Background: an optimization exercise with open tools, aiming at small area, a short achievable clock period and few clock cycles per item. Do not read the settings as production practice.
RTL that was checked went through simulation tests only; none was proved equivalent to the original.

// rounds_1
module rounds_1#(
   parameter integer SIZE_STATE = 160,
   parameter integer SIZE_KEY = 128,
   parameter integer PERM_SIZE = 40
) (
   input wire clk,
   input wire load,
   input wire next,
   input wire [SIZE_KEY-1:0] key,  
   output wire busy,
   output wire [SIZE_STATE-1:0] state_out
);
reg [SIZE_STATE-1:0] state;
reg [3:0] rc;       
reg i_busy;
reg rnd2;           
wire start = load | next;
wire last = (rc == 4'b0100) | (rc == 4'b0000);
wire [63:0] kh = !i_busy ? key[127:64] : (rnd2 ? key[63:0] : 64'd0);
wire [SIZE_STATE-1:0] kx;
genvar I;
generate
   for (I = 0; I < 32; I = I + 1) begin: kext
      assign kx[159-5*I -: 5] = {kh[63-2*I], kh[62-2*I], 3'b000};
   end
endgenerate
wire [SIZE_STATE-1:0] rnd_in = (load ? {SIZE_STATE{1'b0}} : state) ^ kx;
wire [SIZE_STATE-1:0] rnd_out;
round #(
   .SIZE_STATE(SIZE_STATE),
   .PERM_SIZE(PERM_SIZE)
) rnd_inst (
   .rnd_const(rc),
   .in(rnd_in),
   .out(rnd_out)
);
always @(posedge clk) begin
   if (start || i_busy) state <= rnd_out;
   rnd2 <= start;
   if (start) begin
      i_busy <= 1'b1;
      rc <= {rc[2:0], rc[3] ^ rc[0]};
   end else if (i_busy && !last) begin
      rc <= {rc[2:0], rc[3] ^ rc[0]};
   end else begin
      i_busy <= 1'b0;
      rc <= 4'b1000;
   end
end
assign busy = i_busy;
assign state_out = state;
endmodule
For scale: ~170 flip-flops, ~290 I/O pins.
==> module sbox, before the edit <==
module sbox(
   input wire [4:0] in,
   output wire [4:0] out
);
wire x0 = in[0], x1 = in[1], x2 = in[2], x3 = in[3], x4 = in[4];
assign out[0] = (x1 & (x0^x2^x3^x4)) ^ (x4 & ~(x2^x3)) ^ x2;
assign out[1] = (x0 & (x1^x2^x4)) ^ (x3 & (x2^x4)) ^ x1 ^ x4;
assign out[2] = (x1&x2) ^ (x3 & (x0^x2)) ^ x0^x1^x2^x3^x4;
assign out[3] = (x1 & (x2^x4)) ^ (x0 & (x3^x4)) ^ x1^x2^x3^x4;
assign out[4] = (x1&x2) ^ x3 ^ (x0&x4);
endmodule
==> flow/config.mk <==
export PLATFORM = sky130hd
export DESIGN_NAME = rounds_1
export DESIGN_NICKNAME = rounds_1
export VERILOG_FILES = /design/flow/design.v
export SDC_FILE = /design/flow/constraint.sdc
export NUM_CORES = 4
export LEC_CHECK = 0
export CAP_MARGIN = 20
export CORE_MARGIN = 2
export CORE_UTILIZATION = 40
export SLEW_MARGIN = 20
==> flow/constraint.sdc <==
create_clock -name core_clock -period 6.0 [get_ports {clk}]
set_input_delay 1.2000 -clock core_clock [delete_from_list [all_inputs] [get_ports {clk}]]
set_output_delay 1.2000 -clock core_clock [all_outputs]
set_load 0.01 [all_outputs]
run.sh (not shown) runs the stock make flow with config.mk's settings and CLKGATE_MAP_FILE= SYNTH_SCRIPT=/design/flow/synth_recipe.tcl, a recipe that flattens the netlist after the stock synthesis.
Next try:
--- a/flow/design.v
+++ b/flow/design.v
@@ -1,14 +1,14 @@
 module sbox(
    input wire [4:0] in,
    output wire [4:0] out
 );
 wire x0 = in[0], x1 = in[1], x2 = in[2], x3 = in[3], x4 = in[4];
-assign out[0] = (x1 & (x0^x2^x3^x4)) ^ (x4 & ~(x2^x3)) ^ x2;
-assign out[1] = (x0 & (x1^x2^x4)) ^ (x3 & (x2^x4)) ^ x1 ^ x4;
-assign out[2] = (x1&x2) ^ (x3 & (x0^x2)) ^ x0^x1^x2^x3^x4;
-assign out[3] = (x1 & (x2^x4)) ^ (x0 & (x3^x4)) ^ x1^x2^x3^x4;
+assign out[0] = (x0&x1) ^ x2 ^ (x1&x2) ^ (x1&x3) ^ x4 ^ (x1&x4) ^ (x2&x4) ^ (x3&x4);
+assign out[1] = x1 ^ (x0&x1) ^ (x0&x2) ^ (x2&x3) ^ x4 ^ (x0&x4) ^ (x3&x4);
+assign out[2] = x0 ^ x1 ^ x2 ^ (x1&x2) ^ x3 ^ (x0&x3) ^ (x2&x3) ^ x4;
+assign out[3] = x1 ^ x2 ^ (x1&x2) ^ x3 ^ (x0&x3) ^ x4 ^ (x0&x4) ^ (x1&x4);
 assign out[4] = (x1&x2) ^ x3 ^ (x0&x4);
 endmodule
 module perm#(
    parameter integer PERM_SIZE = 40
 ) (
The changed run produced a clean layout.
Synthesized cell count goes down by 13%.
Setup slack is better by 0.12 ns.
Global-route usage goes down by 0.21 points.
Worst hold slack is better by 0.079 ns.
Cell area goes down by about 9%.
Final cell count goes down by 12%.
Utilization goes up by 0.45 points.
Testbench counts after the change, summed over its fixed seeds: cycles 61,440, items 4,096.
For the first run of this note, only the layout was checked, not whether the RTL still works.

[port drivers added, routing unchanged]
In the flow no input, the clock included, has a driving cell. The finished layouts below were timed again as built, in two steps.
Step 1 sets driving cells, clkbuf_16 on the clock port and buf_2 on the other inputs (assumed; they add their load-dependent delay and slew).
Step 2 times the ports against the registers' clock, not the clock port: input delays grow and output delays shrink by t, the midpoint of the rising clock arrivals with the driver on.
Slacks: ideal / step 1 / step 2; pairs: ideal / step 1.
| run | shift t [ns] | setup slack, ns | worst setup path at the end | clock arrival spread, ns |
|---|---|---|---|---|
| the first run | 0.528 | 1.809 / 1.846 / 1.319 | input to register | 0.021 / 0.021 |
| the second run | 0.511 | 1.931 / 1.961 / 1.450 | input to register | 0.015 / 0.014 |
After both steps setup and hold are still met in every run listed. The setup slack of the first run, which loses most, moves by +0.037 ns with the drivers and by -0.490 ns with both steps.
